Context: an optimization exercise on an open-source flow, tuned for small area. The choices shown serve that exercise and are no tape-out recipe. In this exercise RTL edits were held to simulation tests only and were not proved equivalent to the original. No run shown here takes its clock network from TritonCTS; it comes from the design's own scripts or RTL. The flow treats the clock pin as an ideal source. Dropping or thinning the clock tree relies on that and would not hold on a real chip. Power is estimated from default activity; no workload was simulated.

$ cat flow/config.mk
export PLATFORM = sky130hd
export DESIGN_NAME = piano_master
export DESIGN_NICKNAME = piano_master
export VERILOG_FILES = /design/flow/design.v
export SDC_FILE = /design/flow/constraint.sdc
export NUM_CORES = 4
export LEC_CHECK = 0
export CAP_MARGIN = 20
export CORE_MARGIN = 2
export CORE_UTILIZATION = 40
export PLACE_DENSITY = 0.6
export SLEW_MARGIN = 20
$ cat flow/constraint.sdc
create_clock -name core_clock -period 10.0 [get_ports {i_Clock}]
set_input_delay 2.0000 -clock core_clock [delete_from_list [all_inputs] [get_ports {i_Clock}]]
set_output_delay 2.0000 -clock core_clock [all_outputs]
set_load 0.01 [all_outputs]
$ cat flow/design.v
`timescale 1ns / 1ps
module piano_master #(parameter CLKS_PER_BIT = 16)
    (
        input  i_Clock,
        input  i_Reset,
        input  i_RX_Serial,
        output o_TX_Serial
    );
    reg  [7:0] rp;
    reg        rm;                   
    wire r_idle  = rp[7] & ~rp[6] & rp[4] &  rp[0];
    wire r_done  = rp[7] & ~rp[6] & rp[4] & ~rp[0];
    wire r_stend = rp[7] &  rp[6] & rp[2] & rp[1] & rp[0];
    wire r_samp  = ~rp[7] & rp[3] & rp[2] & rp[1] & rp[0];
    reg  [4:0]  P;                   
    reg         z;                   
    reg         a;                   
    reg  [11:0] L;                   
    wire [7:0]  expb = {1'b0, ~z, 1'b0, P};
    wire [4:0]  note = a ? {~(P[4] ^ P[2]), P[4:1]} : 5'b10000;
    always @(posedge i_Clock) begin
        if (i_Reset)
            rp <= 8'd145;
        else if (r_idle)
            rp <= i_RX_Serial ? 8'd145 : 8'd248;
        else if (r_stend & i_RX_Serial)
            rp <= 8'd145;
        else
            rp <= rp + 8'd1;
        rm <= ~r_idle & (rm | (r_samp & (i_RX_Serial ^ expb[rp[6:4]])));
    end
    reg  [7:0] tc;
    reg  [4:0] tj;                   
    reg        tf;                   
    wire t_wait = tc[7] & ~tc[6] & tc[4] & ~tc[0];
    wire t_recv = tc[7] & ~tc[6] & tc[4] &  tc[0];
    wire t_end  = (tj == 5'd21);
    wire [12:0] tinc = {tj, tc} + 13'd1;
    reg [7:0] rom;
    always @* begin
        case (tj)
            5'd0:  rom = 8'h50; 5'd1:  rom = 8'h79; 5'd2:  rom = 8'h35; 5'd3:  rom = 8'h65;
            5'd4:  rom = 8'h72; 5'd5:  rom = 8'h31; 5'd6:  rom = 8'h61; 5'd7:  rom = 8'h6c;
            5'd8:  rom = 8'h5f; 5'd9:  rom = 8'h69; 5'd10: rom = 8'h73; 5'd11: rom = 8'h5f;
            5'd12: rom = 8'h61; 5'd13: rom = 8'h77; 5'd14: rom = 8'h39; 5'd15: rom = 8'h73;
            5'd16: rom = 8'h30; 5'd17: rom = 8'h4d; 5'd18: rom = tf ? 8'h65 : {3'b010, P};
            5'd19: rom = 8'h0d; 5'd20: rom = 8'h0a;
            default: rom = 8'h00;
        endcase
    end
    assign o_TX_Serial = tc[7] ? ~(tc[6] & tc[5] & tc[4]) : rom[tc[6:4]];
    wire correct = ~rm;
    wire term    = correct & (L == 12'd0) & a & (|P[3:0]);
    wire Lfb     = ~(L[11] ^ L[5] ^ L[3] ^ L[0]);
    always @(posedge i_Clock) begin
        if (i_Reset) begin
            tc <= 8'd237;
            tj <= 5'd20;
            z  <= 1'b1;
            a  <= 1'b0;
            L  <= 12'd0;
            P  <= 5'd0;
        end else begin
            if (t_recv | (t_wait & ~t_end))
                tc <= 8'd237;
            else if (t_wait & ~r_done)
                tc <= 8'd144;
            else
                {tj, tc} <= tinc;
            if (t_recv) begin
                tj <= term ? 5'd31 : 5'd17;
                tf <= term;
                z  <= 1'b0;
                a  <= correct & ~term;
                L  <= (correct & ~term) ? {L[10:0], Lfb} : 12'd0;
                if (~term)
                    P <= z ? 5'd0 : note;
            end
        end
    end
endmodule
$ cat flow/flow/run.sh
#!/bin/bash
# Layout flow: the standard flow, with three changes.
#  1. After the standard synthesis, the combinational logic is re-mapped with a stronger ABC
#     script (flow/resyn.tcl); every register keeps its instance, name and cell.
#  2. Ports are buffered with buf_1 instead of the default buffer.
#  3. CTS is replaced by a few clock buffers driven by the clock port, each driving one cluster
#     of register clock pins (flow/cts_hook.tcl).
# Each tool's output goes to a log file of its own in this folder.
set -euo pipefail
F=$(pwd)
R=$F/orfs/results/$FLOW_PLATFORM/piano_master/base
LIB=$FLOW_HOME/platforms/$FLOW_PLATFORM/lib/sky130_fd_sc_hd__tt_025C_1v80.lib
CLKBUF_CELL=${CLKBUF_CELL:-sky130_fd_sc_hd__clkbuf_8}
CLKBUF_COUNT=${CLKBUF_COUNT:-3}
[ -f flow/clk.cfg ] && source flow/clk.cfg

bash standard.sh synth > log_1_synth.log 2>&1
cp $R/1_2_yosys.v $F/std_1_2_yosys.v
RESYN_LIB=$LIB RESYN_IN=$F/std_1_2_yosys.v RESYN_TOP=$FLOW_TOP \
  RESYN_SCRIPT=$F/flow/deep.script RESYN_DONTUSE="-dont_use sky130_fd_sc_hd__lpflow_*" \
  RESYN_OUT=$F/resyn_1_2_yosys.v yosys -c $F/flow/resyn.tcl > log_1_resyn.log 2>&1
cp $F/resyn_1_2_yosys.v $R/1_2_yosys.v
rm -f $R/1_synth.odb
bash standard.sh BUFFER_PORTS_ARGS="-buffer_cell sky130_fd_sc_hd__buf_1" \
  PRE_CTS_TCL=$F/flow/cts_hook.tcl CLKBUF_CELL=$CLKBUF_CELL CLKBUF_COUNT=$CLKBUF_COUNT \
  finish > log_2_layout.log 2>&1
$ cat flow/flow/clk.cfg
CLKBUF_CELL=sky130_fd_sc_hd__clkbuf_8; CLKBUF_COUNT=3
$ cat flow/flow/cts_hook.tcl
# Replace the H-tree by a few clock buffers, each driving one cluster of register clock pins
# directly from the clock port (every register sees exactly one buffer).
set cts_buf_cell [expr {[info exists ::env(CLKBUF_CELL)] ? $::env(CLKBUF_CELL) : "sky130_fd_sc_hd__clkbuf_4"}]
set nclu [expr {[info exists ::env(CLKBUF_COUNT)] ? $::env(CLKBUF_COUNT) : 3}]
set block [ord::get_db_block]
set clk_port_net [$block findNet i_Clock]
set master [[ord::get_db] findMaster $cts_buf_cell]
set sinks {}
foreach it [$clk_port_net getITerms] {
  set b [[$it getInst] getBBox]
  lappend sinks [list $it [expr {([$b xMin] + [$b xMax]) / 2.0}] [expr {([$b yMin] + [$b yMax]) / 2.0}]]
}
set sinks [lsort -real -index 1 $sinks]
set n [llength $sinks]
# k-means, seeded by splitting the x-sorted sinks into equal groups
set cent {}
for {set k 0} {$k < $nclu} {incr k} {
  set s [lindex $sinks [expr {int(($k + 0.5) * $n / $nclu)}]]
  lappend cent [list [lindex $s 1] [lindex $s 2]]
}
for {set iter 0} {$iter < 50} {incr iter} {
  set asg {}
  foreach s $sinks {
    set best 0; set bd 1e30
    for {set k 0} {$k < $nclu} {incr k} {
      set c [lindex $cent $k]
      set d [expr {abs([lindex $s 1] - [lindex $c 0]) + abs([lindex $s 2] - [lindex $c 1])}]
      if {$d < $bd} { set bd $d; set best $k }
    }
    lappend asg $best
  }
  set newc {}
  for {set k 0} {$k < $nclu} {incr k} {
    set sx 0; set sy 0; set m 0
    foreach s $sinks a $asg { if {$a == $k} { set sx [expr {$sx + [lindex $s 1]}]; set sy [expr {$sy + [lindex $s 2]}]; incr m } }
    if {$m > 0} { lappend newc [list [expr {$sx / $m}] [expr {$sy / $m}]] } else { lappend newc [lindex $cent $k] }
  }
  set cent $newc
}
for {set k 0} {$k < $nclu} {incr k} {
  set cbuf [odb::dbInst_create $block $master clkbuf_leaf_$k]
  set cnet [odb::dbNet_create $block clknet_leaf_$k]
  $cnet setSigType CLOCK
  set m 0
  foreach s $sinks a $asg {
    if {$a == $k} { set it [lindex $s 0]; $it disconnect; $it connect $cnet; incr m }
  }
  [$cbuf findITerm A] connect $clk_port_net
  [$cbuf findITerm X] connect $cnet
  set c [lindex $cent $k]
  $cbuf setLocation [expr {int([lindex $c 0])}] [expr {int([lindex $c 1])}]
  $cbuf setPlacementStatus PLACED
  puts "clock buffer $k: $cts_buf_cell drives $m clock pins"
}
proc clock_tree_synthesis { args } { puts "clock_tree_synthesis replaced by the clock buffers above: $args" }
set_propagated_clock [all_clocks]
$ cat flow/flow/deep.script
&get -n
&st
&deepsyn -T 30
&put
dch -f
map -a
topo
$ cat flow/flow/resyn.tcl
# Re-map the combinational logic of the standard synthesis netlist with a stronger ABC script.
# Registers (and every other sequential cell) stay as they are: same instances, names and cells.
yosys -import
set lib $::env(RESYN_LIB)
read_liberty -ignore_miss_func $lib
foreach m [yosys tee -q -s result.string select -list-mod =A:*] { }
set seq {}
foreach m [split [tee -q -s result.string select -list-mod =*] "\n"] {
  set m [string trim $m]
  if {[regexp {^sky130_fd_sc_hd__(df|edf|sdf|sedf|dl|sdl|lpflow_inputiso|lpflow_isobuf|conb)} $m]} { lappend seq $m }
}
foreach m $seq { blackbox $m }
read_verilog $::env(RESYN_IN)
hierarchy -top $::env(RESYN_TOP)
flatten
yosys rename -hide w:*.*
opt_clean -purge
opt -fast
tee -o $::env(RESYN_OUT).before.stat stat -liberty $lib
abc -script $::env(RESYN_SCRIPT) -liberty $lib {*}$::env(RESYN_DONTUSE)
opt_clean -purge
hilomap -singleton -hicell sky130_fd_sc_hd__conb_1 HI -locell sky130_fd_sc_hd__conb_1 LO
insbuf -buf sky130_fd_sc_hd__buf_4 A X
splitnets
opt_clean -purge
tee -o $::env(RESYN_OUT).after.stat stat -liberty $lib
select $::env(RESYN_TOP)
write_verilog -noattr -noexpr -nohex -nodec -selected $::env(RESYN_OUT)
$ cat flow/standard.sh
#!/bin/bash
# synth_recipe.tcl (not shown) runs the flow's synth.tcl, then flattens the netlist and writes it again
# the make line also repeats each setting of config.mk as NAME=value (left out here)
make -C /OpenROAD-flow-scripts/flow DESIGN_CONFIG=/design/flow/config.mk WORK_HOME=/design/flow/orfs CLKGATE_MAP_FILE= SYNTH_SCRIPT=/design/flow/synth_recipe.tcl "${@:-finish}"
==> run_results.csv, run 1 <==
group,metric,value,unit
run_status,status,"no timing/DRC/antenna violations",
grt,grt_pass1_wl,7245,um
pwr,p_leak,0.7332,nW
timing,rsz0062_at_grt,"no",
floorplan,die_w,74.04,um
cells_and_area,antenna_cells,0,
place,gp_congestion,0.9129,
floorplan,die_area,5481,um^2
cells_and_area,final_nets,287,
cells_and_area,fin_area,2098,um^2
worst_setup_path,end_kind,"output port",
clock_network,path_clk_slew,0.10,ns
cells_and_area,final_layout_size_suffix_gt1_share,1.773,%
clock_network,clock_latency,0.16,ns
place,portBuffers,3,
timing,final-max-slew-violation-count,0,
routing,drtPass1Iterations,4,
timing,finalSetupViolCount,0,
routing,viasPerCell,5.049,
pwr,powerDensity,130.6,nW/um^2
cells_and_area,area_delta_synth_final,6.951,%
routing,drc,0,
routing,routed_wl,4211,um
timing,min_period,4.523,ns
worst_setup_path,crit_required,8.00,ns
timing,fmax,221.1,MHz
floorplan,initial_core_util,41.54,%
logic_synthesis,ys_warn_count,1,
timing,hold_viol_final,0,
timing,maxSlewHeadroom,71.26,%
floorplan,core_area,4723,um^2
grt,antenna_found_initial,0,
routing,drtIter0Drc,99,
routing,drt-wirelength-per-cell,12.07,um
floorplan,die_y,74.04,um
floorplan,rows,25,
logic_synthesis,avgSynthCellArea,7.108,um^2
grt,grt.total_usage,16.22,%
logic_synthesis,syn_inst,276,
pwr,worst_ir_drop_vdd,70.37,uV
worst_setup_path,crit_arrival,2.52,ns
timing,finalClockSkew,0.01922,ns
floorplan,io_pins,4,
logic_synthesis,syn_nets,279,
worst_setup_path,path_class,"reg -> out",
timing,holdWs,0.4549,ns
clock_network,ctsHoldBuffers,0,
routing,via_count,1762,
timing,finalCritPeriodShare,45.23,%
grt,grt_pass1_vias,1644,
place,post-place-ws,5.670,ns
grt,grt_start_max_net_pins,17,
timing,setup_slack,5.477,ns
clock_network,cts.repair.resized,0,
job,drv_cap,0,
timing,worst_pin_slew,0.4301,ns
logic_synthesis,synth_area,1962,um^2
clock_network,postCtsSetupRepairBufs,0,
place,post-dp-hpwl,3329,um
hold_path,hp-class,"reg -> reg",
place,place_area,2057,um^2
routing,ant_nets,0,
grt,grt_overflow,0,
worst_setup_path,startpoint_type,"flop",
worst_setup_path,cp_max_fo,7,
timing,tns,0,ns
power by group:
| group | switching (W) | total (W) | internal, W |
|---|---|---|---|
| Sequential | 0.00000547 | 0.000179 | 0.000173 |
| Clock | 0.0000415 | 0.0000692 | 0.0000276 |
| Combinational | 0.0000167 | 0.0000261 | 0.00000932 |
| Total | 0.0000637 | 0.000274 | 0.000210 |
cell usage in the layout, fill, tap and decap left out, types with 2 or more instances in the layout:
cell and n:
o211ai_1 2, dfxtp_1 41, a22oi_1 2, buf_1 3, o22ai_1 15, nor4_1 5, nand3_1 7, clkbuf_8 3
nor3_1 11, nand2_1 27, a211oi_1 2, a31oi_1 2, nor2_1 46, o31ai_1 5, a221oi_1 2, xor2_1 3
clkinv_1 59, a21oi_1 10, o21ai_0 26, nand4_1 3
layer usage:
| layer | global-route usage [%] | routed length [um] | vias to the layer above |
|---|---|---|---|
| li1 | - | - | 949 |
| met1 | 22.07 | 2053 | 772 |
| met2 | 27.38 | 1896 | 26 |
| met3 | 1.491 | 123 | 15 |
| met4 | 4.848 | 138 | 0 |
| met5 | 0 | 0 | - |
sequential cells by signal (all words and copies together) (netlist names):
register and flops:
rp 8, tf 1, z 1, a 1, rm 1, tj 5, tc 8, P 5
L 12
through the flow:
| stage | util [%] | instances | total power, W |
|---|---|---|---|
| floorplan | - | 276 | 0.0002020 |
| global placement | 43.55 | 346 | 0.0002095 |
| detailed placement | 43.55 | 346 | 0.0002094 |
| CTS | 44.42 | 349 | 0.0002777 |
| global route | 44.42 | 349 | 0.0002899 |
| finish | 44.42 | 349 | 0.0002741 |
area by class of cell:
class,instances,area (um^2)
multi-input combinational,175,889.6
timing repair buffer,3,11.26
fill,501,2625
buffer,3,41.29
sequential,42,850.8
inverter,59,221.5
tap,67,83.83
critical path, stage by stage (launching register included):
cell      delay [ns]
dfxtp_1         0.46
clkinv_1        0.22
or2_2           0.33
nor3_1          0.29
clkinv_1        0.14
o221ai_1        0.20
a22oi_1         0.10
a221oi_1        0.26
nor3_1          0.09
a31oi_1         0.13
buf_1           0.16
worst paths after layout:
check | depth (start not counted) | end | startpoint | slack (ns)
setup / recovery | 10 | o_TX_Serial | tj[4]$_SDFFE_PP1P_ | 5.48
hold / removal | 1 | rp[0]$_SDFF_PP1_ | rp[0]$_SDFF_PP1_ | 0.45
hold reg to reg | 1 | rp[0]$_SDFF_PP1_ | rp[0]$_SDFF_PP1_ | 0.45
setup reg to reg | 10 | P[0]$_SDFFE_PP0P_ | tc[4]$_SDFF_PP0_ | 7.28
==> run 2, diff against run 1 <==
==> flow/design.v (replaced) <==
`timescale 1ns / 1ps
module piano_master #(parameter CLKS_PER_BIT = 16)
    (
        input  i_Clock,
        input  i_Reset,
        input  i_RX_Serial,
        output o_TX_Serial
    );
    reg  [7:0] rq;
    reg        rm;                   
    wire r_startchk = ~|{rq[7:4], rq[2:0]};             
    wire r_done     = rq[7] & rq[4] & rq[3] & rq[0];     
    wire r_samp     = (rq[3:0] == 4'b1000) & (rq[7] ? ~rq[4] : |rq[6:4]);
    reg  [4:0]  P;                   
    reg         z;                   
    reg         a;                   
    reg  [11:0] L;                   
    wire [7:0]  expsel = {~z, 1'b0, P, 1'b0};           
    wire        expbit = ~rq[7] & expsel[rq[6:4]];
    wire [4:0]  note = a ? {~(P[4] ^ P[2]), P[4:1]} : 5'b10000;
    always @(posedge i_Clock) begin
        if (i_Reset | (i_RX_Serial & r_startchk) | r_done)
            rq <= 8'd0;
        else
            rq <= rq + 8'd1;
        rm <= (rq != 8'd0) & (rm | (r_samp & (i_RX_Serial ^ expbit)));
    end
    reg  [7:0] tc;
    reg  [4:0] tj;
    wire t_wait = tc[7] & ~tc[6] & tc[4] & ~tc[0];
    wire t_recv = tc[7] & ~tc[6] & tc[4] &  tc[0];
    wire t_end  = ~tj[4] & ~tj[3] & tj[1] & ~tj[0];      
    wire [12:0] tinc = {tj, tc} + 13'd1;
    reg [7:0] rom;
    always @* begin
        case (tj)
            5'd0: rom = 8'h0d;
            5'd1: rom = 8'h0a;
            5'd3: rom = {3'b010, P};   
            5'd4: rom = 8'h0d;
            5'd5: rom = 8'h0a;
            5'd13: rom = 8'h50;
            5'd14: rom = 8'h79;
            5'd15: rom = 8'h35;
            5'd16: rom = 8'h65;
            5'd17: rom = 8'h72;
            5'd18: rom = 8'h31;
            5'd19: rom = 8'h61;
            5'd20: rom = 8'h6c;
            5'd21: rom = 8'h5f;
            5'd22: rom = 8'h69;
            5'd23: rom = 8'h73;
            5'd24: rom = 8'h5f;
            5'd25: rom = 8'h61;
            5'd26: rom = 8'h77;
            5'd27: rom = 8'h39;
            5'd28: rom = 8'h73;
            5'd29: rom = 8'h30;
            5'd30: rom = 8'h4d;
            5'd31: rom = 8'h65;
            default: rom = 8'h00;
        endcase
    end
    assign o_TX_Serial = tc[7] ? ~(tc[6] & tc[5] & tc[4]) : rom[tc[6:4]];
    wire correct = ~rm;
    wire term    = correct & (L == 12'd0) & a & (|P[3:0]);
    wire Lfb     = ~(L[11] ^ L[5] ^ L[3] ^ L[0]);
    always @(posedge i_Clock) begin
        if (i_Reset) begin
            tc <= 8'd237;
            tj <= 5'd5;
            z  <= 1'b1;
            a  <= 1'b0;
            L  <= 12'd0;
            P  <= 5'd0;
        end else begin
            if (t_recv | (t_wait & ~t_end))
                tc <= 8'd237;
            else if (t_wait & ~r_done)
                tc <= 8'd144;
            else
                {tj, tc} <= tinc;
            if (t_recv) begin
                tj <= term ? 5'd12 : 5'd2;
                z  <= 1'b0;
                a  <= correct & ~term;
                L  <= (correct & ~term) ? {L[10:0], Lfb} : 12'd0;
                if (~term)
                    P <= z ? 5'd0 : note;
            end
        end
    end
endmodule
==> flow/flow/deep.script (replaced) <==
&get -n
&st
&deepsyn -T 30
&put
dch -f
amap
topo
==> run 2 against run 1 <==
  * Register-to-register slack worse by 0.07 ns
  * Power down 5.4%
  * Area after synthesis decreased by 5.4%
  * Hold slack barely moved
  * Combinational power fell by 26%
  * Global-route usage is 0.20 points higher
  * Core utilization is 0.30 points higher
  * Critical path type unchanged
  * Largest cell class unchanged
==> run_results.csv, run 2 <==
group,metric,value,unit
routing,ant_nets,0,
floorplan,io_pins,4,
worst_setup_path,worst-path-buf-inv,2,
clock_network,postCtsSetupRepairBufs,0,
floorplan,die_area,5203,um^2
floorplan,die_y,72.13,um
worst_setup_path,worstRegToRegCells,9,
cells_and_area,final_common_cell,"clkinv_1",
timing,hold_viol_final,0,
floorplan,initial_core_util,42.06,%
cells_and_area,largest_register_ffs,12,
timing,finalCritPeriodShare,44.77,%
worst_setup_path,cp_top_family,"compound AO/OA/AOI/OAI gates",
cells_and_area,multi_input_area,863.3,um^2
clock_network,path_clk_slew,0.10,ns
routing,drc,0,
timing,finalSetupViolCount,0,
logic_synthesis,synth_area,1857,um^2
clock_network,clock_latency,0.15,ns
worst_setup_path,cp_cell_sequence,"clkinv_1, nor2_1, a21oi_1, a311oi_1, a31oi_1, nor2_1, o32a_1, nor2_1, a311oi_1, nor2_1, a31oi_1, buf_1",
grt,grt_overflow,0,
cells_and_area,final.fill_count,458,
worst_setup_path,end_kind,"output port",
cells_and_area,layout_common_cells,"clkinv_1, dfxtp_1, nor2_1, o21ai_0",
timing,rsz0062_at_grt,"no",
timing,final-max-slew-violation-count,0,
grt,grt.total_usage,16.42,%
worst_setup_path,crit_arrival,2.48,ns
timing,min_period,4.477,ns
clock_network,cts.repair.resized,0,
grt,grt_start_max_net_pins,17,
hold_path,hp-class,"reg -> reg",
run_status,status,"no timing/DRC/antenna violations",
cells_and_area,final_nets,258,
job,drv_cap,0,
worst_setup_path,path_depth,12,
hold_path,hold_path_depth,2,
worst_setup_path,max_stage_delay,0.46,ns
pwr,p_total,0.0002594,W
cells_and_area,area_delta_synth_final,6.334,%
place,gp_congestion,0.9744,
worst_setup_path,crit_required,8.00,ns
routing,drtIter0Drc,108,
place,post-dp-hpwl,2906,um
timing,tns,0,ns
clock_network,ctsHoldBuffers,0,
worst_setup_path,path_class,"reg -> out",
routing,via_count,1658,
worst_setup_path,critPathMostFrequentCell,"nor2_1",
logic_synthesis,syn_nets,250,
timing,maxSlewHeadroom,53.63,%
routing,drt-wirelength-per-cell,12.62,um
grt,grt_pass1_vias,1589,
timing,fmax,223.4,MHz
grt,grt_pass1_wl,7217,um
floorplan,die_w,72.13,um
timing,worst_pin_slew,0.6955,ns
timing,finalClockSkew,0.02058,ns
cells_and_area,antenna_cells,0,
worst_setup_path,cp_max_fo,7,
cells_and_area,final_layout_size_suffix_gt1_share,1.186,%
cells_and_area,largest-register,"L",
pwr,powerDensity,131.4,nW/um^2
cells_and_area,seqCellArea,820.8,um^2
worst_setup_path,timing.rr.end,"a$_SDFFE_PP0P_",
floorplan,core_area,4414,um^2
worst_setup_path,crit_slowest_cell,"dfxtp_1",
floorplan,rows,24,
routing,drtPass1Iterations,4,
logic_synthesis,avgSynthCellArea,7.517,um^2
cells_and_area,largest_registers,"L: 12 flops, rq: 8 flops, tc: 8 flops",
routing,viasPerCell,5.436,
hold_path,hold-path-endpoint,"L[9]$_SDFFE_PP0P_",
worst_setup_path,r2r_slack,7.21,ns
place,portBuffers,3,
pwr,worst_ir_drop_vdd,96.15,uV
grt,antenna_found_initial,0,
routing,routed_wl,3848,um
worst_setup_path,startpoint_type,"flop",
worst_setup_path,reg2reg_from,"L[0]$_SDFFE_PP0P_",
logic_synthesis,ys_warn_count,1,
hold_path,hp-start,"L[8]$_SDFFE_PP0P_",
logic_synthesis,syn_inst,247,
cells_and_area,fin_util,44.73,%
pwr,p_leak,0.6810,nW
run 2: changes by cell type in the layout (fill, tap and decap cells not counted), sizes merged, moves of 4 or more:
| cell | previous run | this run |
|---|---|---|
| o31ai | 5 | 1 |
| nand3 | 7 | 3 |
| clkinv | 59 | 46 |
| nand2 | 27 | 16 |
| o21ai | 26 | 21 |
| nor2 | 46 | 38 |
run 2: worst register-to-register path, cell delays in order (launching register included):
cell and delay [ns]:
dfxtp_1 0.31, clkinv_1 0.07, nand2_1 0.07, or4_1 0.47, or4_1 0.41, o41ai_1 0.33, nor2_1 0.13, clkinv_1 0.12
or2_0 0.56, o21ai_0 0.18
run 2: per-layer routing:
layer | vias up | track usage (%) | share of wire (%)
met5 | - | 0 | 0
met4 | 0 | 1.468 | 1.3
met3 | 7 | 0.9722 | 3.4
met2 | 36 | 27.93 | 46
met1 | 729 | 23.87 | 49
li1 | 886 | - | -
run 2: cell type report:
class / instances / area share, %
plain buffers: 3 / 2.091
multi-input cells: 160 / 43.73
repair buffers: 3 / 0.5703
inverters: 46 / 8.745
well taps: 52 / 3.295
flip-flops and latches: 41 / 41.57
run 2: worst max-delay path by stage:
stage | startpoint | endpoint | slack (ns)
3_3_place_gp | tj[0]$_SDFFE_PP1P_ | o_TX_Serial | 5.87
4_1_cts | tj[0]$_SDFFE_PP1P_ | o_TX_Serial | 5.59
2_1_floorplan | tj[0]$_SDFFE_PP1P_ | o_TX_Serial | 6.10
3_5_place_dp | tj[0]$_SDFFE_PP1P_ | o_TX_Serial | 5.78
6_report | tj[0]$_SDFFE_PP1P_ | o_TX_Serial | 5.52
5_1_grt | tj[0]$_SDFFE_PP1P_ | o_TX_Serial | 5.17
run 2: power by group:
group	total, W	internal, W	switching [W]
Combinational	0.0000194	0.00000719	0.0000122
Sequential	0.000171	0.000167	0.00000389
Clock	0.0000693	0.0000277	0.0000416
Total	0.000259	0.000202	0.0000577
run 2: metrics by stage:
step	std cells	cell area [um^2]	worst slack [ns]	hold slack, ns
2_1_floorplan	247	1857	6.102	0.4376
3_3_place_gp	302	1933	5.867	0.4560
3_5_place_dp	302	1933	5.781	0.4635
4_1_cts	305	1974	5.590	0.4673
5_1_grt	305	1974	5.166	0.4899
6_report	305	1974	5.523	0.4551
==> run 3, diff against run 2 <==
--- a/flow/design.v
+++ b/flow/design.v
@@ -6,27 +6,40 @@
         input  i_RX_Serial,
         output o_TX_Serial
     );
-    reg  [7:0] rq;
+    localparam [7:0]  MQ = 8'h0;
+    localparam [7:0]  MC = 8'hff;
+    localparam [4:0]  MJ = 5'h1f;
+    localparam [4:0]  MP = 5'h0;
+    localparam [0:0]  MA = 1'h0;
+    localparam [0:0]  MZ = 1'h0;
+    localparam [11:0] ML = 12'hfff;
+    reg  [7:0] rq_s;
+    wire [7:0] rq = rq_s ^ MQ;
     reg        rm;                   
     wire r_startchk = ~|{rq[7:4], rq[2:0]};             
     wire r_done     = rq[7] & rq[4] & rq[3] & rq[0];     
     wire r_samp     = (rq[3:0] == 4'b1000) & (rq[7] ? ~rq[4] : |rq[6:4]);
-    reg  [4:0]  P;                   
-    reg         z;                   
-    reg         a;                   
-    reg  [11:0] L;                   
-    wire [7:0]  expsel = {~z, 1'b0, P, 1'b0};           
+    reg  [4:0]  P_s;                 
+    reg         a_s;                 
+    reg  [11:0] L_s;                 
+    wire [4:0]  P = P_s ^ MP;
+    wire        z = (P == 5'd1);     
+    wire        a = a_s ^ MA;
+    wire [11:0] L = L_s ^ ML;
+    wire [7:0]  expsel = {~z, 1'b0, P[4:1], P[0] & ~z, 1'b0};   
     wire        expbit = ~rq[7] & expsel[rq[6:4]];
     wire [4:0]  note = a ? {~(P[4] ^ P[2]), P[4:1]} : 5'b10000;
     always @(posedge i_Clock) begin
         if (i_Reset | (i_RX_Serial & r_startchk) | r_done)
-            rq <= 8'd0;
+            rq_s <= 8'd0 ^ MQ;
         else
-            rq <= rq + 8'd1;
+            rq_s <= (rq + 8'd1) ^ MQ;
         rm <= (rq != 8'd0) & (rm | (r_samp & (i_RX_Serial ^ expbit)));
     end
-    reg  [7:0] tc;
-    reg  [4:0] tj;
+    reg  [7:0] tc_s;
+    reg  [4:0] tj_s;
+    wire [7:0] tc = tc_s ^ MC;
+    wire [4:0] tj = tj_s ^ MJ;
     wire t_wait = tc[7] & ~tc[6] & tc[4] & ~tc[0];
     wire t_recv = tc[7] & ~tc[6] & tc[4] &  tc[0];
     wire t_end  = ~tj[4] & ~tj[3] & tj[1] & ~tj[0];      
@@ -67,26 +80,24 @@
     wire Lfb     = ~(L[11] ^ L[5] ^ L[3] ^ L[0]);
     always @(posedge i_Clock) begin
         if (i_Reset) begin
-            tc <= 8'd237;
-            tj <= 5'd5;
-            z  <= 1'b1;
-            a  <= 1'b0;
-            L  <= 12'd0;
-            P  <= 5'd0;
+            tc_s <= 8'd237 ^ MC;
+            tj_s <= 5'd5 ^ MJ;
+            a_s  <= 1'b0 ^ MA;
+            L_s  <= 12'd0 ^ ML;
+            P_s  <= 5'd1 ^ MP;
         end else begin
             if (t_recv | (t_wait & ~t_end))
-                tc <= 8'd237;
+                tc_s <= 8'd237 ^ MC;
             else if (t_wait & ~r_done)
-                tc <= 8'd144;
+                tc_s <= 8'd144 ^ MC;
             else
-                {tj, tc} <= tinc;
+                {tj_s, tc_s} <= tinc ^ {MJ, MC};
             if (t_recv) begin
-                tj <= term ? 5'd12 : 5'd2;
-                z  <= 1'b0;
-                a  <= correct & ~term;
-                L  <= (correct & ~term) ? {L[10:0], Lfb} : 12'd0;
+                tj_s <= (term ? 5'd12 : 5'd2) ^ MJ;
+                a_s  <= (correct & ~term) ^ MA;
+                L_s  <= ((correct & ~term) ? {L[10:0], Lfb} : 12'd0) ^ ML;
                 if (~term)
-                    P <= z ? 5'd0 : note;
+                    P_s <= (z ? 5'd0 : note) ^ MP;
             end
         end
     end
==> flow/flow/run.sh (replaced) <==
#!/bin/bash
# Layout flow: the standard flow, with three changes.
#  1. After the standard synthesis, the combinational logic is re-mapped with a stronger ABC
#     script (flow/resyn.tcl, flow/deep.script; the smallest of several deepsyn seeds is kept);
#     every register keeps its instance, name and cell.
#  2. Ports are buffered with buf_1 instead of the default buffer.
#  3. CTS is replaced by a few clock buffers driven by the clock port, each driving one cluster
#     of register clock pins (flow/cts_hook.tcl).
# Each tool's output goes to a log file of its own in this folder.
set -euo pipefail
F=$(pwd)
R=$F/orfs/results/$FLOW_PLATFORM/piano_master/base
LIB=$FLOW_HOME/platforms/$FLOW_PLATFORM/lib/sky130_fd_sc_hd__tt_025C_1v80.lib
CLKBUF_CELL=sky130_fd_sc_hd__clkbuf_8
CLKBUF_COUNT=3
RESYN_SEEDS=8
[ -f flow/clk.cfg ] && source flow/clk.cfg

bash standard.sh synth > log_1_synth.log 2>&1
cp $R/1_2_yosys.v $F/std_1_2_yosys.v
bash flow/resyn_best.sh $F/std_1_2_yosys.v $F/resyn_1_2_yosys.v $LIB $FLOW_TOP $RESYN_SEEDS 4 > log_1_resyn.log 2>&1
cp $F/resyn_1_2_yosys.v $R/1_2_yosys.v
rm -f $R/1_synth.odb
bash standard.sh BUFFER_PORTS_ARGS="-buffer_cell sky130_fd_sc_hd__buf_1" \
  PRE_CTS_TCL=$F/flow/cts_hook.tcl CLKBUF_CELL=$CLKBUF_CELL CLKBUF_COUNT=$CLKBUF_COUNT \
  finish > log_2_layout.log 2>&1
==> flow/flow/clk.cfg (replaced) <==
CLKBUF_CELL=sky130_fd_sc_hd__clkbuf_8; CLKBUF_COUNT=2
--- a/flow/flow/resyn.tcl
+++ b/flow/flow/resyn.tcl
@@ -3,7 +3,6 @@
 yosys -import
 set lib $::env(RESYN_LIB)
 read_liberty -ignore_miss_func $lib
-foreach m [yosys tee -q -s result.string select -list-mod =A:*] { }
 set seq {}
 foreach m [split [tee -q -s result.string select -list-mod =*] "\n"] {
   set m [string trim $m]
==> flow/flow/resyn_best.sh (new file) <==
#!/bin/bash
# usage: resyn_best.sh IN.v OUT.v LIB TOP NSEEDS PAR
# Runs flow/resyn.tcl with the ABC script flow/deep.script under several deepsyn seeds and
# keeps the smallest result. Each run's yosys output goes to log_1_resyn_S.log.
set -euo pipefail
IN=$1; OUT=$2; LIB=$3; TOP=$4; N=${5:-8}; PAR=${6:-4}
D=$(dirname $(readlink -f $0))
mkdir -p resyn
for S in $(seq 0 $((N-1))); do
  sed "s/&deepsyn /\&deepsyn -S $S /" $D/deep.script > resyn/deep_$S.script
  ( RESYN_LIB=$LIB RESYN_IN=$IN RESYN_TOP=$TOP RESYN_SCRIPT=$PWD/resyn/deep_$S.script \
      RESYN_DONTUSE="-dont_use sky130_fd_sc_hd__lpflow_*" RESYN_OUT=$PWD/resyn/out_$S.v \
      yosys -c $D/resyn.tcl > log_1_resyn_$S.log 2>&1 || true ) &
  if (( (S + 1) % PAR == 0 )); then wait; fi
done
wait
best=""; bestA=1e99
for S in $(seq 0 $((N-1))); do
  f=resyn/out_$S.v.after.stat
  [ -f $f ] || continue
  A=$(grep "Chip area" $f | awk '{print $NF}')
  echo "seed $S area $A"
  if python3 -c "import sys; sys.exit(0 if $A < $bestA else 1)"; then best=$S; bestA=$A; fi
done
echo "best seed $best area $bestA"
cp resyn/out_$best.v $OUT
--- a/flow/config.mk
+++ b/flow/config.mk
@@ -7,6 +7,6 @@
 export LEC_CHECK = 0
 export CAP_MARGIN = 20
 export CORE_MARGIN = 2
-export CORE_UTILIZATION = 40
-export PLACE_DENSITY = 0.6
+export CORE_UTILIZATION = 60
+export PLACE_DENSITY = 0.75
 export SLEW_MARGIN = 20
==> run 3 against run 2 <==
  * Fmax rose by 4.7%
  * Sequential share of layout area increased by 1.4 points
  * Die area is 34% lower
  * Highest routed layer unchanged
  * Critical endpoint unchanged
  * Clock skew decreased by 0.00051 ns
  * Sequential cell count decreased by 1
  * Setup slack improved by 0.20 ns
  * Power is 6.7% lower
==> run_results.csv, run 3 <==
group,metric,value,unit
run_status,status,"no timing/DRC/antenna violations",
timing,finalSetupViolCount,0,
timing,finalClockSkew,0.02007,ns
grt,grt_pass1_vias,1499,
place,portBuffers,3,
clock_network,path_clk_slew,0.10,ns
logic_synthesis,ys_warn_count,1,
worst_setup_path,end_kind,"output port",
timing,rsz0062_at_grt,"no",
pwr,seq_power_share,69.0,%
routing,ant_nets,0,
pwr,p_int,0.0001881,W
place,gp_congestion,0.9409,
cells_and_area,final.fill_count,243,
floorplan,core_area,2781,um^2
pwr,p_comb_share,7.5,%
worst_setup_path,timing.rr.end,"a_s$_SDFFE_PP0P_",
worst_setup_path,cp_top_family,"simple AND/OR/NAND/NOR gates",
floorplan,initial_core_util,64.15,%
cells_and_area,final_nets,237,
grt,grt_pass1_wl,6430,um
worst_setup_path,startpoint_type,"flop",
cells_and_area,largest-register,"L_s",
floorplan,die_w,58.53,um
pwr,worst_ir_drop_vdd,146.3,uV
pwr,pwr-share-clk,23.5,%
hold_path,hold_path_depth,2,
clock_network,clock_latency,0.18,ns
hold_path,hold-path-endpoint,"L_s[2]$_SDFFE_PP1P_",
worst_setup_path,crit_slowest_cell,"or4_1",
floorplan,die_y,58.53,um
pwr,netSwitchingPower,0.00005393,W
logic_synthesis,syn_nets,230,
routing,drtIter0Drc,103,
cells_and_area,multi_input_area,874.6,um^2
worst_setup_path,crit_required,8.00,ns
worst_setup_path,path_class,"reg -> out",
logic_synthesis,avgSynthCellArea,7.860,um^2
routing,drt-wirelength-per-cell,14.27,um
worst_setup_path,max_stage_delay,0.46,ns
floorplan,io_pins,4,
worst_setup_path,worst-path-buf-inv,2,
timing,worst_pin_slew,1.083,ns
routing,routed_wl,3754,um
cells_and_area,layout_common_cells,"dfxtp_1, nor2_1, clkinv_1, nand2_1, o21ai_0",
worst_setup_path,crit_arrival,2.28,ns
routing,viasPerCell,6.327,
routing,drc,0,
cells_and_area,antenna_cells,0,
timing,tns,0,ns
clock_network,cts.repair.resized,0,
clock_network,postCtsSetupRepairBufs,0,
timing,hold_viol_final,0,
pwr,p_sw_share,22.28,%
worst_setup_path,r2r_slack,7.39,ns
timing,fmax,233.8,MHz
routing,via_count,1664,
timing,maxSlewHeadroom,26.87,%
cells_and_area,seqCellArea,800.8,um^2
cells_and_area,area_delta_synth_final,4.348,%
logic_synthesis,syn_inst,227,
place,dp_cells,261,
cells_and_area,final_layout_size_suffix_gt1_share,0.8621,%
job,drv_cap,0,
grt,grt.total_usage,23.13,%
floorplan,die_area,3426,um^2
hold_path,hp-class,"reg -> reg",
cells_and_area,largest_registers,"L_s: 12 flops, rq_s: 8 flops, tc_s: 8 flops",
place,post-dp-hpwl,2943,um
hold_path,hp-start,"L_s[2]$_SDFFE_PP1P_",
timing,finalCritPeriodShare,42.77,%
worst_setup_path,reg2reg_from,"L_s[0]$_SDFFE_PP1P_",
grt,grt_overflow,0,
pwr,p_leak,0.6398,nW
routing,drtPass1Iterations,5,
worst_setup_path,worstRegToRegCells,5,
clock_network,ctsHoldBuffers,0,
worst_setup_path,cp_max_fo,7,
cells_and_area,largest_register_ffs,12,
grt,grt_start_max_net_pins,23,
pwr,powerDensity,130.0,nW/um^2
logic_synthesis,synth_area,1784,um^2
cells_and_area,fin_cells,263,
grt,antenna_found_initial,0,
timing,final-max-slew-violation-count,0,
floorplan,rows,19,
timing,min_period,4.277,ns
worst_setup_path,cp_cell_sequence,"clkinv_1, nor3_1, or3_1, nor2_1, or4_1, a31oi_1, o21a_1, buf_1",
## run 3: worst max-delay path by stage
stage	start	end	slack, ns	depth (start not counted)
after floorplan	tj_s[1]$_SDFFE_PP1P_	o_TX_Serial	6.25	7
after global placement	tj_s[3]$_SDFFE_PP1P_	o_TX_Serial	6.01	12
after detailed placement	tj_s[3]$_SDFFE_PP1P_	o_TX_Serial	5.95	12
after CTS	tj_s[3]$_SDFFE_PP1P_	o_TX_Serial	5.75	12
after global routing	tj_s[3]$_SDFFE_PP1P_	o_TX_Serial	5.40	12
final	tj_s[1]$_SDFFE_PP1P_	o_TX_Serial	5.72	8
## run 3: layout make-up
class                           count  area share (%)
Timing Repair Buffer                3          0.6048
Buffer                              2           1.478
Multi-Input combinational cell    158           46.98
Inverter                           29           5.847
Sequential cell                    40           43.01
Tap cell                           31           2.083
## run 3: worst reg2reg max path, stage by stage, from the launching register on
cell and delay [ns]:
dfxtp_1 0.40, nand2_1 0.08, or3_1 0.37, o41ai_1 0.97, or3_1 0.49, o21ai_0 0.17
## run 3: power groups by stage
stage	sequential, W	clock (W)	combinational (W)
floorplan	0.000170	0	0.0000137
global placement	0.000170	0	0.0000171
finish	0.000167	0.0000570	0.0000181
detailed placement	0.000171	0	0.0000178
global route	0.000168	0.0000628	0.0000205
CTS	0.000167	0.0000574	0.0000179
## run 3: per-layer routing
layer | wire [um] | track usage [%] | part of all wire [%] | up-vias
met5 | 0 | 0 | 0 | -
met4 | 129 | 6.977 | 3.4 | 0
met3 | 193 | 2.198 | 5.1 | 15
met2 | 1791 | 40.29 | 48 | 48
met1 | 1640 | 30.38 | 44 | 757
li1 | - | - | - | 844
## run 3: per-stage QoR
| step | power (W) | cell area, um^2 | setup WS (ns) | utilization, % | hold slack (ns) |
|---|---|---|---|---|---|
| final | 0.0002421 | 1862 | 5.723 | 66.94 | 0.4751 |
| after global placement | 0.0001875 | 1834 | 6.007 | 65.95 | 0.4425 |
| after floorplan | 0.0001833 | 1784 | 6.250 | - | 0.4334 |
| after CTS | 0.0002422 | 1862 | 5.753 | 66.94 | 0.4820 |
| after global routing | 0.0002510 | 1862 | 5.404 | 66.94 | 0.5129 |
| after detailed placement | 0.0001884 | 1834 | 5.952 | 65.95 | 0.4648 |
==> run 4, diff against run 3 <==
--- a/flow/config.mk
+++ b/flow/config.mk
@@ -7,6 +7,6 @@
 export LEC_CHECK = 0
 export CAP_MARGIN = 20
 export CORE_MARGIN = 2
-export CORE_UTILIZATION = 60
-export PLACE_DENSITY = 0.75
+export CORE_UTILIZATION = 80
+export PLACE_DENSITY = 0.9
 export SLEW_MARGIN = 20
==> run 4 against run 3 <==
  * Core utilization increased by 20 points
  * Wire length up 19%
  * Synthesized cell count up 1.3%
  * Sequential share of layout area is 0.49 points lower
  * Clock skew down 0.0085 ns
  * Power up 1.1%
  * Area after synthesis increased by 1.4%
  * Global-route usage grew 11 points
  * Hold slack gained 0.0012 ns
==> run_results.csv, run 4 <==
group,metric,value,unit
worst_setup_path,worst-path-buf-inv,2,
timing,holdWs,0.4763,ns
cells_and_area,final_layout_size_suffix_gt1_share,0.8511,%
floorplan,die_area,2658,um^2
pwr,powerDensity,129.9,nW/um^2
hold_path,hp-class,"reg -> reg",
timing,min_period,4.413,ns
cells_and_area,fin_cells,263,
hold_path,hold-path-endpoint,"L_s[2]$_SDFFE_PP1P_",
worst_setup_path,crit_slowest_cell,"dfxtp_1",
routing,ant_nets,0,
clock_network,postCtsSetupRepairBufs,0,
routing,routed_wl,4458,um
grt,grt_start_max_net_pins,21,
grt,antenna_found_initial,0,
worst_setup_path,worstRegToRegCells,10,
timing,rsz0062_at_grt,"no",
grt,grt_pass1_wl,7189,um
place,gp_congestion,1.015,
floorplan,initial_core_util,83.39,%
floorplan,die_y,51.56,um
cells_and_area,antenna_cells,0,
cells_and_area,largest_register_ffs,12,
routing,drtPass1Iterations,19,
hold_path,hp-start,"L_s[2]$_SDFFE_PP1P_",
pwr,p_total,0.0002447,W
timing,finalSetupViolCount,0,
worst_setup_path,startpoint_type,"flop",
pwr,p_leak,0.6452,nW
worst_setup_path,r2r_slack,7.37,ns
worst_setup_path,crit_required,8.00,ns
logic_synthesis,synth_area,1809,um^2
timing,finalCritPeriodShare,44.13,%
grt,grt_pass1_vias,1743,
cells_and_area,final_common_cell,"nor2_1",
routing,viasPerCell,6.840,
worst_setup_path,path_class,"reg -> out",
timing,fmax,226.6,MHz
floorplan,io_pins,4,
worst_setup_path,max_stage_delay,0.43,ns
place,dp_cells,261,
logic_synthesis,avgSynthCellArea,7.866,um^2
routing,drtIter0Drc,98,
cells_and_area,area_delta_synth_final,4.080,%
routing,drc,0,
timing,worst_pin_slew,0.5497,ns
clock_network,cts.repair.resized,0,
logic_synthesis,syn_inst,230,
worst_setup_path,cp_cell_sequence,"clkinv_1, nand2_1, o21ai_0, nor2_1, nor3_1, o32a_1, nor2_1, o21ai_0, o22ai_1, o221ai_1, buf_1",
timing,finalClockSkew,0.01154,ns
worst_setup_path,cp_max_fo,6,
floorplan,die_w,51.56,um
worst_setup_path,reg2reg_from,"tc_s[1]$_SDFF_PP1_",
clock_network,ctsHoldBuffers,0,
clock_network,clock_latency,0.17,ns
routing,drt-wirelength-per-cell,16.95,um
floorplan,rows,17,
cells_and_area,final_nets,240,
logic_synthesis,syn_nets,233,
grt,grt.total_usage,34.53,%
worst_setup_path,path_depth,11,
cells_and_area,layout_common_cells,"nor2_1, dfxtp_1, clkinv_1, o21ai_0, nand2_1",
cells_and_area,largest_registers,"L_s: 12 flops, rq_s: 8 flops, tc_s: 8 flops",
routing,via_count,1799,
clock_network,path_clk_slew,0.12,ns
timing,maxSlewHeadroom,62.87,%
cells_and_area,largest-register,"L_s",
place,portBuffers,3,
place,post-dp-hpwl,3091,um
worst_setup_path,end_kind,"output port",
worst_setup_path,timing.rr.end,"tj_s[4]$_SDFFE_PP1P_",
logic_synthesis,ys_warn_count,1,
floorplan,core_area,2170,um^2
run_status,status,"no timing/DRC/antenna violations",
grt,grt_overflow,0,
worst_setup_path,cp_top_family,"compound AO/OA/AOI/OAI gates",
pwr,worst_ir_drop_vdd,192.2,uV
timing,tns,0,ns
worst_setup_path,crit_arrival,2.41,ns
timing,final-max-slew-violation-count,0,
hold_path,hold_path_depth,2,
timing,hold_viol_final,0,
job,drv_cap,0,
==> run 4: layout make-up <==
| type | instances | area [um^2] |
|---|---|---|
| multi-input combinational | 163 | 907.1 |
| inverter | 27 | 101.3 |
| sequential | 40 | 800.8 |
| buffer | 2 | 27.53 |
| tap | 28 | 35.03 |
| timing repair buffer | 3 | 11.26 |
| fill | 121 | 286.5 |
==> run 4: metrics by stage <==
stage / util, % / setup WS (ns) / instance area (um^2)
final: 86.79 / 5.587 / 1883
after global routing: 86.79 / 5.500 / 1883
after CTS: 86.79 / 5.724 / 1883
after detailed placement: 85.52 / 5.951 / 1856
after global placement: 85.52 / 6.105 / 1856
after floorplan: - / 6.317 / 1809
==> run 4: power breakdown <==
group          switching (W)  internal [W]   total, W
clock network      0.0000400     0.0000188  0.0000588
logic              0.0000118    0.00000658  0.0000184
registers         0.00000434      0.000163   0.000167
total              0.0000562      0.000189   0.000245
==> run 4: per-layer routing <==
layer	track usage [%]	routed length, um	up-vias	part of all wire, %
met5	0	0	-	0
met3	3.161	256	25	5.7
li1	-	-	857	-
met1	37.87	1764	809	40
met4	15.79	138	0	3.1
met2	66.24	2299	108	52
==> run 4: worst max path at each step <==
| stage | from | end | slack [ns] |
|---|---|---|---|
| after floorplan | tj_s[0]$_SDFFE_PP0P_ | o_TX_Serial | 6.32 |
| after global placement | tj_s[2]$_SDFFE_PP0P_ | o_TX_Serial | 6.10 |
| after detailed placement | tj_s[0]$_SDFFE_PP0P_ | o_TX_Serial | 5.95 |
| after CTS | tj_s[0]$_SDFFE_PP0P_ | o_TX_Serial | 5.72 |
| after global routing | tj_s[0]$_SDFFE_PP0P_ | o_TX_Serial | 5.50 |
| final | tj_s[0]$_SDFFE_PP0P_ | o_TX_Serial | 5.59 |
==> run 4: worst reg2reg max path, cell delays in order (launching register included) <==
cell	delay (ns)
dfxtp_1	0.36
or3_1	0.41
nor2_1	0.19
nand3_1	0.23
or3_1	0.44
or2_0	0.26
nor2_1	0.15
clkinv_1	0.09
nor2_1	0.17
clkinv_1	0.08
o221ai_1	0.17
==> run 5, diff against run 4 <==
--- a/flow/flow/run.sh
+++ b/flow/flow/run.sh
@@ -13,7 +13,7 @@
 LIB=$FLOW_HOME/platforms/$FLOW_PLATFORM/lib/sky130_fd_sc_hd__tt_025C_1v80.lib
 CLKBUF_CELL=sky130_fd_sc_hd__clkbuf_8
 CLKBUF_COUNT=3
-RESYN_SEEDS=8
+RESYN_SEEDS=16
 [ -f flow/clk.cfg ] && source flow/clk.cfg
 
 bash standard.sh synth > log_1_synth.log 2>&1
==> flow/flow/clk.cfg (replaced) <==
CLKBUF_CELL=sky130_fd_sc_hd__clkbuf_4; CLKBUF_COUNT=4
==> flow/flow/deep.script (replaced) <==
&get -n
&st
&deepsyn -J 200 -T 300
&put
dch -f
amap
topo
==> run 5 against run 4 <==
  * Wire length down 1.6%
  * First-iteration DRC count up 41%
  * Die area down 1.3%
  * Hold slack better by 0.0012 ns
  * Register-to-register slack better by 0.26 ns
  * Synthesized cell count down 1.3%
  * Critical endpoint unchanged
==> run_results.csv, run 5 <==
group,metric,value,unit
run_status,status,"no timing/DRC/antenna violations",
grt,grt.total_usage,35.66,%
clock_network,cts.repair.resized,0,
timing,worst_pin_slew,0.7212,ns
clock_network,path_clk_slew,0.12,ns
routing,via_count,1818,
timing,tns,0,ns
grt,grt_overflow,0,
worst_setup_path,crit_arrival,2.35,ns
hold_path,hp-class,"reg -> reg",
place,place_area,1831,um^2
grt,grt_pass1_vias,1619,
place,portBuffers,3,
timing,maxSlewHeadroom,51.40,%
floorplan,initial_core_util,82.24,%
worst_setup_path,crit_required,8.00,ns
clock_network,postCtsSetupRepairBufs,0,
routing,drtIter0Drc,138,
timing,finalClockSkew,0.01805,ns
cells_and_area,layout_common_cells,"dfxtp_1, nor2_1, clkinv_1, nand2_1, o21ai_0",
cells_and_area,largest_registers,"L_s: 12 flops, rq_s: 8 flops, tc_s: 8 flops",
cells_and_area,largest_register_ffs,12,
place,post-dp-hpwl,2925,um
worst_setup_path,end_kind,"output port",
floorplan,die_area,2624,um^2
timing,min_period,4.351,ns
logic_synthesis,synth_area,1784,um^2
timing,hold_viol_final,0,
timing,fmax,229.9,MHz
logic_synthesis,syn_inst,227,
floorplan,core_area,2170,um^2
timing,finalCritPeriodShare,43.51,%
routing,routed_wl,4386,um
cells_and_area,final_nets,239,
cells_and_area,area_delta_synth_final,4.698,%
clock_network,clock_latency,0.17,ns
cells_and_area,fin_util,86.10,%
cells_and_area,largest-register,"L_s",
grt,grt_pass1_wl,7245,um
pwr,worst_ir_drop_vdd,132.1,uV
cells_and_area,final_layout_size_suffix_gt1_share,2.137,%
floorplan,die_w,51.23,um
routing,drtPass1Iterations,6,
routing,ant_nets,0,
clock_network,ctsHoldBuffers,0,
logic_synthesis,ys_warn_count,1,
logic_synthesis,avgSynthCellArea,7.860,um^2
floorplan,die_y,51.23,um
cells_and_area,antenna_cells,0,
routing,drt-wirelength-per-cell,16.74,um
floorplan,rows,17,
worst_setup_path,path_class,"reg -> out",
logic_synthesis,syn_nets,230,
pwr,powerDensity,131.8,nW/um^2
worst_setup_path,cp_max_fo,9,
routing,viasPerCell,6.939,
timing,rsz0062_at_grt,"no",
job,drv_cap,0,
worst_setup_path,startpoint_type,"flop",
grt,grt_start_max_net_pins,14,
pwr,p_leak,0.6441,nW
cells_and_area,fin_area,1868,um^2
routing,drc,0,
pwr,p_total,0.0002463,W
timing,final-max-slew-violation-count,0,
grt,antenna_found_initial,0,
timing,finalSetupViolCount,0,
floorplan,io_pins,4,
place,gp_congestion,0.9895,
run 5: final timing paths:
path,start,endpoint,slack (ns),cells past startpoint
worst max register to register,tc_s[0]$_SDFF_PP0_,tj_s[3]$_SDFFE_PP1P_,7.63,10
worst min-delay path,rq_s[0]$_SDFF_PP0_,rq_s[0]$_SDFF_PP0_,0.48,1
worst max-delay path,tj_s[3]$_SDFFE_PP1P_,o_TX_Serial,5.65,12
worst min register to register,rq_s[0]$_SDFF_PP0_,rq_s[0]$_SDFF_PP0_,0.48,1
run 5: metrics by stage:
step                      hold WS [ns]  worst slack [ns]  cells
after floorplan                 0.4334             6.250    227
after global placement          0.4418             6.065    258
after detailed placement        0.4571             5.921    258
after CTS                       0.4755             5.701    262
after global routing            0.5016             5.478    262
final                           0.4776             5.649    262
run 5: cell type report:
type | count | area [um^2]
multi-input combinational | 158 | 882.1
sequential | 40 | 800.8
fill | 124 | 301.5
inverter | 29 | 108.9
tap | 28 | 35.03
buffer | 4 | 30.03
timing repair buffer | 3 | 11.26
run 5: where the power goes:
group | leakage (nW) | internal (W) | switching, W
sequential | 0.325 | 0.000163 | 0.00000398
clock | 0.0184 | 0.0000192 | 0.0000414
combinational | 0.301 | 0.00000635 | 0.0000122
run 5: worst max-delay path: stages, from the launching register on:
cell and delay, ns:
dfxtp_1 0.49, clkinv_1 0.18, nor2_1 0.16, clkinv_1 0.10, nor2_1 0.14, nor2_1 0.07, nor3_1 0.27, o22ai_1 0.14
a21oi_1 0.11, o21ai_0 0.10, o2111ai_1 0.12, o21a_1 0.15, buf_1 0.14
run 5: metal layers:
metal	part of all wire (%)	track usage [%]
met5	0	0
met1	40	45.66
met4	3.2	8.333
met3	7.4	2.632
met2	49	65.37
==> run 6, diff against run 5 <==
--- a/flow/flow/run.sh
+++ b/flow/flow/run.sh
@@ -13,7 +13,7 @@
 LIB=$FLOW_HOME/platforms/$FLOW_PLATFORM/lib/sky130_fd_sc_hd__tt_025C_1v80.lib
 CLKBUF_CELL=sky130_fd_sc_hd__clkbuf_8
 CLKBUF_COUNT=3
-RESYN_SEEDS=16
+RESYN_SEEDS=8
 [ -f flow/clk.cfg ] && source flow/clk.cfg
 
 bash standard.sh synth > log_1_synth.log 2>&1
==> flow/flow/deep.script (replaced) <==
&get -n
&st
&deepsyn -T 30
&put
dch -f
amap
topo
--- a/flow/config.mk
+++ b/flow/config.mk
@@ -7,6 +7,6 @@
 export LEC_CHECK = 0
 export CAP_MARGIN = 20
 export CORE_MARGIN = 2
-export CORE_UTILIZATION = 80
-export PLACE_DENSITY = 0.9
+export CORE_UTILIZATION = 40
+export PLACE_DENSITY = 0.6
 export SLEW_MARGIN = 20
removed: flow/flow/clk.cfg
==> run 6 against run 5 <==
  * Still clean on timing, DRC and antenna
  * Sequential share of layout area down 0.93 points
  * Power increased by 2.3%
  * Clock skew shrank 0.0088 ns
  * Clock power increased by about 10%
  * Sequential power about the same
  * Area after synthesis unchanged
  * Synthesized cell count stayed put
  * Highest routed layer unchanged
==> run_results.csv, run 6 <==
group,metric,value,unit
run_status,status,"no timing/DRC/antenna violations",
pwr,p_leak,0.6473,nW
grt,grt_overflow,0,
worst_setup_path,startpoint_type,"flop",
cells_and_area,largest-register,"L_s",
place,post-place-ws,5.920,ns
routing,drtPass1Iterations,4,
timing,fmax,232.9,MHz
timing,holdWs,0.4767,ns
clock_network,cts.repair.resized,0,
floorplan,die_area,5011,um^2
place,gp_congestion,0.9863,
timing,min_period,4.294,ns
clock_network,postCtsSetupRepairBufs,0,
routing,drt-wirelength-per-cell,13.11,um
clock_network,path_clk_slew,0.08,ns
cells_and_area,area_delta_synth_final,7.013,%
grt,grt_pass1_vias,1522,
worst_setup_path,crit_arrival,2.29,ns
cells_and_area,largest_registers,"L_s: 12 flops, rq_s: 8 flops, tc_s: 8 flops",
pwr,p_total,0.0002519,W
worst_setup_path,cp_cell_sequence,"clkinv_1, nor2_1, clkinv_1, nor2_1, nor2_1, nor3_1, o22ai_1, a21oi_1, o21ai_0, o2111ai_1, o21a_1, buf_1",
timing,worst_pin_slew,0.6538,ns
floorplan,core_area,4324,um^2
timing,tns,0,ns
floorplan,die_y,70.79,um
hold_path,hp-class,"reg -> reg",
logic_synthesis,synth_area,1784,um^2
grt,grt_pass1_wl,6693,um
place,post-dp-hpwl,2807,um
cells_and_area,layout_common_cells,"dfxtp_1, nor2_1, clkinv_1, nand2_1, o21ai_0",
cells_and_area,largest_register_ffs,12,
job,drv_cap,0,
routing,routed_wl,3737,um
floorplan,die_w,70.79,um
routing,via_count,1631,
timing,final-max-slew-violation-count,0,
worst_setup_path,crit_required,8.00,ns
worst_setup_path,cp_max_fo,9,
cells_and_area,fin_util,44.16,%
floorplan,rows,24,
cells_and_area,antenna_cells,0,
timing,rsz0062_at_grt,"no",
logic_synthesis,ys_warn_count,1,
timing,setup_slack,5.706,ns
floorplan,initial_core_util,41.26,%
logic_synthesis,syn_inst,227,
routing,drc,0,
worst_setup_path,path_class,"reg -> out",
routing,ant_nets,0,
grt,antenna_found_initial,0,
routing,viasPerCell,5.723,
clock_network,clock_latency,0.15,ns
timing,finalClockSkew,0.009257,ns
worst_setup_path,critPathMostFrequentCell,"nor2_1",
clock_network,ctsHoldBuffers,0,
routing,drtIter0Drc,99,
timing,maxSlewHeadroom,55.94,%
cells_and_area,final_layout_size_suffix_gt1_share,1.717,%
floorplan,io_pins,4,
timing,finalSetupViolCount,0,
logic_synthesis,avgSynthCellArea,7.860,um^2
logic_synthesis,syn_nets,230,
cells_and_area,final.fill_count,462,
pwr,worst_ir_drop_vdd,104.6,uV
worst_setup_path,max_stage_delay,0.47,ns
cells_and_area,final_nets,238,
place,portBuffers,3,
timing,hold_viol_final,0,
worst_setup_path,end_kind,"output port",
grt,grt_start_max_net_pins,16,
timing,finalCritPeriodShare,42.94,%
grt,grt.total_usage,15.41,%
pwr,powerDensity,131.9,nW/um^2
worst_setup_path,crit_slowest_cell,"dfxtp_1",
## run 6: final timing paths
kind	slack [ns]	cells past startpoint	end	startpoint
worst max-delay path	5.71	12	o_TX_Serial	tj_s[3]$_SDFFE_PP1P_
worst min-delay path	0.48	1	rq_s[1]$_SDFF_PP0_	rq_s[1]$_SDFF_PP0_
worst max register to register	7.72	10	tj_s[4]$_SDFFE_PP1P_	tc_s[0]$_SDFF_PP0_
worst min register to register	0.48	1	rq_s[1]$_SDFF_PP0_	rq_s[1]$_SDFF_PP0_
## run 6: power by group
part           internal [W]  leakage [nW]  switching, W
Clock             0.0000276        0.0216     0.0000393
Sequential         0.000163         0.325    0.00000391
Combinational    0.00000634         0.301     0.0000118
Total              0.000197         0.647     0.0000550
## run 6: final cells by class
| cell class | instances | area, um^2 | area share, % |
|---|---|---|---|
| Tap cell | 52 | 65.06 | 3.408 |
| Multi-Input combinational cell | 158 | 882.1 | 46.20 |
| Timing Repair Buffer | 3 | 11.26 | 0.5898 |
| Sequential cell | 40 | 800.8 | 41.94 |
| Inverter | 29 | 108.9 | 5.701 |
| Buffer | 3 | 41.29 | 2.163 |
## run 6: through the flow
| step | area (um^2) | std cells |
|---|---|---|
| 2_1_floorplan | 1784 | 227 |
| 3_3_place_gp | 1861 | 282 |
| 3_5_place_dp | 1861 | 282 |
| 4_1_cts | 1902 | 285 |
| 5_1_grt | 1909 | 285 |
| 6_report | 1909 | 285 |
## run 6: critical path, delay by kind of cell, from the launching register on
kind | cells | cell delay (ns)
flip-flops | 1 | 0.47
AO/OA/AOI/OAI | 5 | 0.61
buffers and inverters | 3 | 0.42
AND/OR/NAND/NOR | 4 | 0.65
## run 6: metal layers
layer	wire, um	vias to the layer above	GRT usage (%)
met5	0	-	0
met2	1704	43	25.86
li1	-	837	-
met4	68	0	3.354
met3	127	7	1.425
met1	1837	744	21.70
==> run 7, diff against run 6 <==
--- a/flow/design.v
+++ b/flow/design.v
@@ -6,7 +6,7 @@
         input  i_RX_Serial,
         output o_TX_Serial
     );
-    localparam [7:0]  MQ = 8'h0;
+    localparam [7:0]  MQ = 8'hff;
     localparam [7:0]  MC = 8'hff;
     localparam [4:0]  MJ = 5'h1f;
     localparam [4:0]  MP = 5'h0;
@@ -42,7 +42,7 @@
     wire [4:0] tj = tj_s ^ MJ;
     wire t_wait = tc[7] & ~tc[6] & tc[4] & ~tc[0];
     wire t_recv = tc[7] & ~tc[6] & tc[4] &  tc[0];
-    wire t_end  = ~tj[4] & ~tj[3] & tj[1] & ~tj[0];      
+    wire t_end  = (tj == 5'd2) | (tj == 5'd6);    
     wire [12:0] tinc = {tj, tc} + 13'd1;
     reg [7:0] rom;
     always @* begin
--- a/flow/flow/run.sh
+++ b/flow/flow/run.sh
@@ -13,7 +13,7 @@
 LIB=$FLOW_HOME/platforms/$FLOW_PLATFORM/lib/sky130_fd_sc_hd__tt_025C_1v80.lib
 CLKBUF_CELL=sky130_fd_sc_hd__clkbuf_8
 CLKBUF_COUNT=3
-RESYN_SEEDS=8
+RESYN_SEEDS=16
 [ -f flow/clk.cfg ] && source flow/clk.cfg
 
 bash standard.sh synth > log_1_synth.log 2>&1
==> flow/flow/clk.cfg (new file) <==
CLKBUF_CELL=sky130_fd_sc_hd__clkbuf_4; CLKBUF_COUNT=4
==> flow/flow/deep.script (replaced) <==
&get -n
&st
&deepsyn -J 200 -T 300
&put
dch -f
amap
topo
==> flow/config.mk (replaced) <==
export PLATFORM = sky130hd
export DESIGN_NAME = piano_master
export DESIGN_NICKNAME = piano_master
export VERILOG_FILES = /design/flow/design.v
export SDC_FILE = /design/flow/constraint.sdc
export NUM_CORES = 4
export LEC_CHECK = 0
export CAP_MARGIN = 0
export CORE_MARGIN = 2
export CORE_UTILIZATION = 80
export PLACE_DENSITY = 0.9
export SLEW_MARGIN = 0
==> run 7 against run 6 <==
  * Sequential share of layout area is 1.5 points higher
  * Core utilization is 42 points higher
  * Synthesized cell count increased by 0.44%
  * First-iteration DRC count fell by 48%
  * Sequential power about the same
  * Combinational power rose by 6%
  * Via count up 0.74%
  * Wire length increased by 2.2%
  * Area after synthesis down 0.91%
  * Highest routed layer unchanged
==> run_results.csv, run 7 <==
group,metric,value,unit
timing,fmax,234.7,MHz
pwr,worst_ir_drop_vdd,136.6,uV
grt,grt_start_max_net_pins,14,
logic_synthesis,syn_nets,231,
cells_and_area,final_nets,240,
floorplan,die_area,2602,um^2
timing,min_period,4.260,ns
cells_and_area,final.fill_count,128,
timing,rsz0062_at_grt,"no",
floorplan,die_w,51.01,um
logic_synthesis,synth_area,1768,um^2
routing,drc,0,
timing,finalCritPeriodShare,42.60,%
clock_network,clock_latency,0.18,ns
worst_setup_path,path_class,"reg -> out",
grt,busiest_layer,"met2",
logic_synthesis,avgSynthCellArea,7.754,um^2
place,portBuffers,3,
timing,tns,0,ns
cells_and_area,final_layout_size_suffix_gt1_share,1.702,%
cells_and_area,layout_common_cells,"dfxtp_1, nor2_1, clkinv_1, o21ai_0, nand2_1",
timing,finalClockSkew,0.03809,ns
logic_synthesis,ys_warn_count,1,
pwr,powerDensity,131.5,nW/um^2
cells_and_area,antenna_cells,0,
routing,drtPass1Iterations,5,
hold_path,hp-class,"reg -> reg",
cells_and_area,area_delta_synth_final,4.317,%
timing,final-max-slew-violation-count,0,
grt,grt_overflow,0,
routing,drtIter0Drc,51,
logic_synthesis,syn_inst,228,
floorplan,die_y,51.01,um
grt,grtUsageMet2,60.61,%
worst_setup_path,cp_top_family,"compound AO/OA/AOI/OAI gates",
routing,via_count,1643,
job,drv_cap,0,
grt,antenna_found_initial,0,
cells_and_area,largest_registers,"L_s: 12 flops, rq_s: 8 flops, tc_s: 8 flops",
floorplan,rows,17,
timing,worst_pin_slew,0.9826,ns
clock_network,postCtsSetupRepairBufs,0,
floorplan,initial_core_util,82.29,%
floorplan,core_area,2148,um^2
pwr,p_total,0.0002424,W
worst_setup_path,end_kind,"output port",
worst_setup_path,crit_required,8.00,ns
cells_and_area,largest-register,"L_s",
worst_setup_path,worst-path-buf-inv,3,
worst_setup_path,startpoint_type,"flop",
pwr,p_leak,0.6583,nW
clock_network,cts.repair.resized,0,
worst_setup_path,cp_max_fo,7,
routing,drt-wirelength-per-cell,14.53,um
run_status,status,"no timing/DRC/antenna violations",
routing,ant_nets,0,
clock_network,path_clk_slew,0.11,ns
grt,grt_pass1_vias,1541,
worst_setup_path,crit_arrival,2.26,ns
grt,grt.total_usage,31.89,%
grt,met3_usage,3.216,%
grt,grt.met1_usage,38.26,%
floorplan,io_pins,4,
timing,maxSlewHeadroom,33.63,%
clock_network,ctsHoldBuffers,0,
routing,routed_wl,3821,um
timing,hold_viol_final,0,
cells_and_area,largest_register_ffs,12,
routing,viasPerCell,6.247,
worst_setup_path,cp_cell_sequence,"clkinv_1, nor2_1, clkinv_1, o311ai_0, o21ai_0, nand3_1, o311ai_0, a31oi_1, nor2_1, a21oi_1, buf_1",
place,gp_congestion,0.7910,
cells_and_area,final_common_cell,"dfxtp_1",
place,post-dp-hpwl,2987,um
timing,finalSetupViolCount,0,
grt,grt_pass1_wl,6568,um
worst_setup_path,max_stage_delay,0.36,ns
worst_setup_path,crit_slowest_cell,"dfxtp_1",
## run 7: path summary, 6_finish.rpt
path                                            from            endpoint  slack [ns]  cells after the start
worst min-delay path              rq_s[0]$_SDFF_PP1_  rq_s[0]$_SDFF_PP1_        0.44                      1
worst min register to register    rq_s[0]$_SDFF_PP1_  rq_s[0]$_SDFF_PP1_        0.44                      1
worst max register to register      a_s$_SDFFE_PP0P_    a_s$_SDFFE_PP0P_        7.52                      7
worst max-delay path            tj_s[3]$_SDFFE_PP1P_         o_TX_Serial        5.74                     11
## run 7: worst register-to-register path, stage by stage (launching register included)
cell and delay [ns]:
dfxtp_1 0.35, clkinv_1 0.13, nor2_1 0.13, nand3_1 0.08, nand4b_1 0.17, o41ai_1 0.87
or3_1 0.49, o21ai_0 0.15
## run 7: cell type report
cell class	instances	area (um^2)	area share [%]
Buffer	4	30.03	1.628
Inverter	30	112.6	6.106
Multi-Input combinational cell	158	854.6	46.34
Sequential cell	40	800.8	43.42
Tap cell	28	35.03	1.900
Timing Repair Buffer	3	11.26	0.6106
## run 7: where the power goes
group	total [W]	switching [W]	internal [W]
Sequential	0.000167	0.00000379	0.000163
Combinational	0.0000193	0.0000124	0.00000688
Clock	0.0000564	0.0000373	0.0000192
Total	0.000242	0.0000535	0.000189
## run 7: through the flow
step / std cells / util, % / hold WS (ns) / area, um^2 / worst slack (ns)
2_1_floorplan: 228 / - / 0.3919 / 1768 / 6.211
3_3_place_gp: 259 / 84.45 / 0.4086 / 1814 / 6.060
3_5_place_dp: 259 / 84.45 / 0.4141 / 1814 / 5.960
4_1_cts: 263 / 85.85 / 0.4411 / 1844 / 5.778
5_1_grt: 263 / 85.85 / 0.4547 / 1844 / 5.531
6_report: 263 / 85.85 / 0.4415 / 1844 / 5.740
## run 7: metal layers
layer,up-vias,part of all wire [%]
li1,837,-
met1,755,42
met2,44,53
met3,7,3.4
met4,0,1.5
met5,-,0

re-timing with driven ports:
How much do the figures lean on ideal ports? The routed layouts below were timed once more, with nothing changed but the port constraints.
Step 1 assumes that a clkbuf_16 drives the clock port and a buf_2 every other input.
Step 2, shift: input delay + t, output delay - t, t = (earliest + latest rising clock arrival at the registers) / 2. This alone moves slack from input paths to output paths.
Slacks: no drivers / after step 1 / after step 2; pairs: no drivers / after step 1.
run	t, ns	slack for setup (ns)
run 1	0.191	5.477 / 5.432 / 5.622
run 2	0.186	5.523 / 5.481 / 5.667
run 3	0.205	5.723 / 5.684 / 5.889
run 4	0.199	5.587 / 5.557 / 5.756
run 5	0.204	5.649 / 5.609 / 5.813
run 6	0.185	5.706 / 5.663 / 5.848
run 7	0.199	5.740 / 5.698 / 5.897
After both steps every run listed still meets setup and hold.
